This design comes from an exercise in tuning for small area on the open sky130 flow, not from production work.
Only simulation tests tie the RTL to the original design; equivalence was not proved.
The flow treats the clock pin as an ideal source, which a real chip does not have.
Power is estimated from default activity; no workload was simulated.

lane 1:
## PanelDisplay
module PanelDisplay (
input logic clk,
input logic rst,
input logic button_up,
input logic button_dn,
input logic button_r,
input logic button_l,
input logic switch,
output logic [5:0] P1_Score,
output logic [5:0] P2_Score,
output logic hsync,
output logic vsync,
output logic move_enable,
output logic [3:0] red,
output logic [3:0] green,
output logic [3:0] blue);
For scale: ~540 cells after synthesis, about 68 flip-flops, roughly 34 I/O pins.
export LEC_CHECK = 0
export CAP_MARGIN = 20
export CORE_MARGIN = 2
export CORE_UTILIZATION = 40
export CTS_BUF_LIST = sky130_fd_sc_hd__clkbuf_4
export CTS_CLUSTER_SIZE = 40
export SLEW_MARGIN = 20
create_clock -name core_clock -period 10.0 [get_ports {clk}]
standard.sh (not shown) runs the stock make flow with config.mk's settings and CLKGATE_MAP_FILE= SYNTH_SCRIPT=/design/flow/synth_recipe.tcl, a recipe that flattens the netlist after the stock synthesis.
==> flow/flow/run.sh <==
#!/bin/bash
# Standard ORFS flow; only the port buffers use the smallest buffer cell.
cp standard.sh standard_sh_copy.log
export BUFFER_PORTS_ARGS="-buffer_cell sky130_fd_sc_hd__buf_1"
bash standard.sh > standard.log 2>&1
Setup changes, lane 1 to lane 2
==> flow/run.sh (new file) <==
#!/bin/bash
# synth_recipe.tcl (not shown) runs the flow's synth.tcl, then flattens the netlist and writes it again
# the make line also repeats each setting of config.mk as NAME=value (left out here)
make -C /OpenROAD-flow-scripts/flow DESIGN_CONFIG=/design/flow/config.mk WORK_HOME=/design/flow/orfs CLKGATE_MAP_FILE= SYNTH_SCRIPT=/design/flow/synth_recipe.tcl finish
removed: flow/flow/run.sh
removed: flow/standard.sh
Notes after the runs:
- Summary of the comparison: cell count of the worst reg-to-reg path is higher in lane 2, relative to lane 1.
- On final hold slack, lane 1 and lane 2 are basically level.
- Diff lane 1..lane 2 | number of distinct standard cells referenced by the synthesized netlist | unchanged
- Lane 1 -> lane 2: count of clock-buffer cells in the layout delta 0, exact match
- Per the comparison of lane 2 with lane 1, post-route cell area +4.3%; relative slew slack went up by 4.2 points; final critical-path setup slack lower; final cell count comparable.
Inputs modified between lane 2 and lane 3:
- clearing CTS_CLUSTER_SIZE, which used to be 40
- clearing CTS_BUF_LIST, which used to be sky130_fd_sc_hd__clkbuf_4
==> flow/flow/run.sh (new file) <==
#!/bin/bash
# Layout flow: the standard synthesis, then an area-oriented re-mapping of
# the combinational logic between the unchanged registers (ABC &deepsyn + amap),
# proven equivalent with Yosys, then the standard ORFS flow from floorplan on,
# with the smallest buffer cell on the ports.
set -u
W=$(pwd)
RES=$W/orfs/results/$FLOW_PLATFORM/PanelDisplay/base
LIB=$FLOW_HOME/platforms/$FLOW_PLATFORM/lib/sky130_fd_sc_hd__tt_025C_1v80.lib
YOSYS=$(command -v yosys || echo "${YOSYS_EXE:-yosys}")
export BUFFER_PORTS_ARGS="-buffer_cell sky130_fd_sc_hd__buf_1"
# clock tree options (replace ORFS's default clock_tree_synthesis arguments)
if [ -s flow/cts.args ]; then export CTS_ARGS="$(cat flow/cts.args)"; fi

bash standard.sh synth > 1_standard_synth.log 2>&1 || exit 1
cp "$RES/1_2_yosys.v" std_synth.v

sed "s#@LIB@#$LIB#g" flow/resyn.ys > resyn_run.ys
sed "s#@LIB@#$LIB#g" flow/equiv.ys > equiv_run.ys
if "$YOSYS" -s resyn_run.ys > 1_resyn.log 2>&1 && [ -s resyn.v ] \
   && "$YOSYS" -s equiv_run.ys > 1_equiv.log 2>&1; then
  echo "re-mapped netlist proven equivalent; using it" > resyn_status.log
  cp resyn.v "$RES/1_2_yosys.v"
  rm -f "$RES/1_synth.odb" "$RES/1_synth.sdc"
else
  echo "re-mapping failed or not proven; keeping the standard netlist" > resyn_status.log
fi

bash standard.sh finish > 2_standard_finish.log 2>&1
==> flow/flow/cts.args (new file) <==
-sink_clustering_enable -repair_clock_nets -buf_list sky130_fd_sc_hd__clkbuf_4 -dont_use_dummy_load -sink_clustering_size 30 -sink_clustering_max_diameter 150
==> flow/flow/deep.abc (new file) <==
strash
&get -n
&deepsyn -T 60
&put
dch -f
amap
==> flow/flow/equiv.ys (new file) <==
read_liberty -ignore_miss_func @LIB@
read_verilog std_synth.v
rename PanelDisplay gold
read_verilog resyn.v
rename PanelDisplay gate
hierarchy -check
flatten gold gate
opt_clean
equiv_make gold gate equiv
hierarchy -top equiv
equiv_simple -seq 2
equiv_induct
equiv_status -assert
==> flow/flow/resyn.ys (new file) <==
read_liberty -ignore_miss_func @LIB@
blackbox sky130_fd_sc_hd__df* sky130_fd_sc_hd__edf* sky130_fd_sc_hd__sdf* sky130_fd_sc_hd__sedf* sky130_fd_sc_hd__dl*
read_verilog std_synth.v
hierarchy -top PanelDisplay
flatten
opt -purge
techmap
opt -fast -purge
abc -liberty @LIB@ -dont_use *lpflow* -script flow/deep.abc
opt_clean -purge
insbuf -buf sky130_fd_sc_hd__buf_4 A X
splitnets
opt_clean -purge
stat -liberty @LIB@
write_verilog -noattr -noexpr -nohex -nodec resyn.v
==> flow/standard.sh (new file) <==
#!/bin/bash
# synth_recipe.tcl (not shown) runs the flow's synth.tcl, then flattens the netlist and writes it again
# the make line also repeats each setting of config.mk as NAME=value (left out here)
make -C /OpenROAD-flow-scripts/flow DESIGN_CONFIG=/design/flow/config.mk WORK_HOME=/design/flow/orfs CLKGATE_MAP_FILE= SYNTH_SCRIPT=/design/flow/synth_recipe.tcl "${@:-finish}"
removed: flow/run.sh
Findings:
Lane 3 ended with less largest stage delay on the critical path than lane 2.
Changes observed in lane 3 relative to lane 2: final net count lower, number of global-route vias before repair lower, post-route total power lower, final worst-path cycle share lower.
For lane 4, these inputs were changed with respect to lane 3:
- CTS_CLUSTER_SIZE now 100, previously not set
- CTS_BUF_LIST now sky130_fd_sc_hd__clkbuf_8, previously not set
- CTS_CLUSTER_DIAMETER now 500, previously not set
==> flow/flow/run.sh <==
#!/bin/bash
# Standard ORFS flow; only the port buffers use the smallest buffer cell.
cp standard.sh standard_sh_copy.log
export BUFFER_PORTS_ARGS="-buffer_cell sky130_fd_sc_hd__buf_1"
bash standard.sh > standard.log 2>&1
removed: flow/flow/cts.args
removed: flow/flow/deep.abc
removed: flow/flow/equiv.ys
removed: flow/flow/resyn.ys
Findings:
- Lane 4 went all the way through synthesis, placement and routing and the layout is clean on timing, DRC and antenna.
- Lane 4 reports a lower instance count of the mapped netlist than lane 3 does.
- Lower total power after layout among lane 3 and lane 4: lane 3
- Going from lane 3 to lane 4, vias per cell now larger; part of the cycle the worst path needs shows an increase of 0.39 points; number of placed I/O pins held steady.
- Changes observed in lane 4 relative to lane 3: sequential power did not really move; clock-buffer cell count went up.

-- static timing again, ports no longer ideal --
In the flow no input, the clock included, has a driving cell. The finished layouts below were timed again as built, in two steps. Step 1, drivers: a clkbuf_16 drives clk and a buf_2 each remaining input, both assumed. Step 2 also shifts input and output timing later by t, the mid clock arrival at the registers, as if the neighbouring blocks saw the same clock. Slacks: ideal / step 1 / step 2; pairs: ideal / step 1.
| run | shift t [ns] | setup WS [ns] | worst setup path at the end | latest minus earliest clock arrival (ns) |
|---|---|---|---|---|
| lane 1 | 0.471 | 3.313 / 3.280 / 3.751 | register to output | 0.012 / 0.012 |
| lane 2 | 0.492 | 2.817 / 2.786 / 3.278 | register to output | 0.016 / 0.016 |
| lane 3 | 0.443 | 3.449 / 3.418 / 3.861 | register to output | 0.025 / 0.026 |
| lane 4 | 0.400 | 3.410 / 3.375 / 3.774 | register to output | 0.010 / 0.009 |
After both steps setup and hold are still met in every run listed.
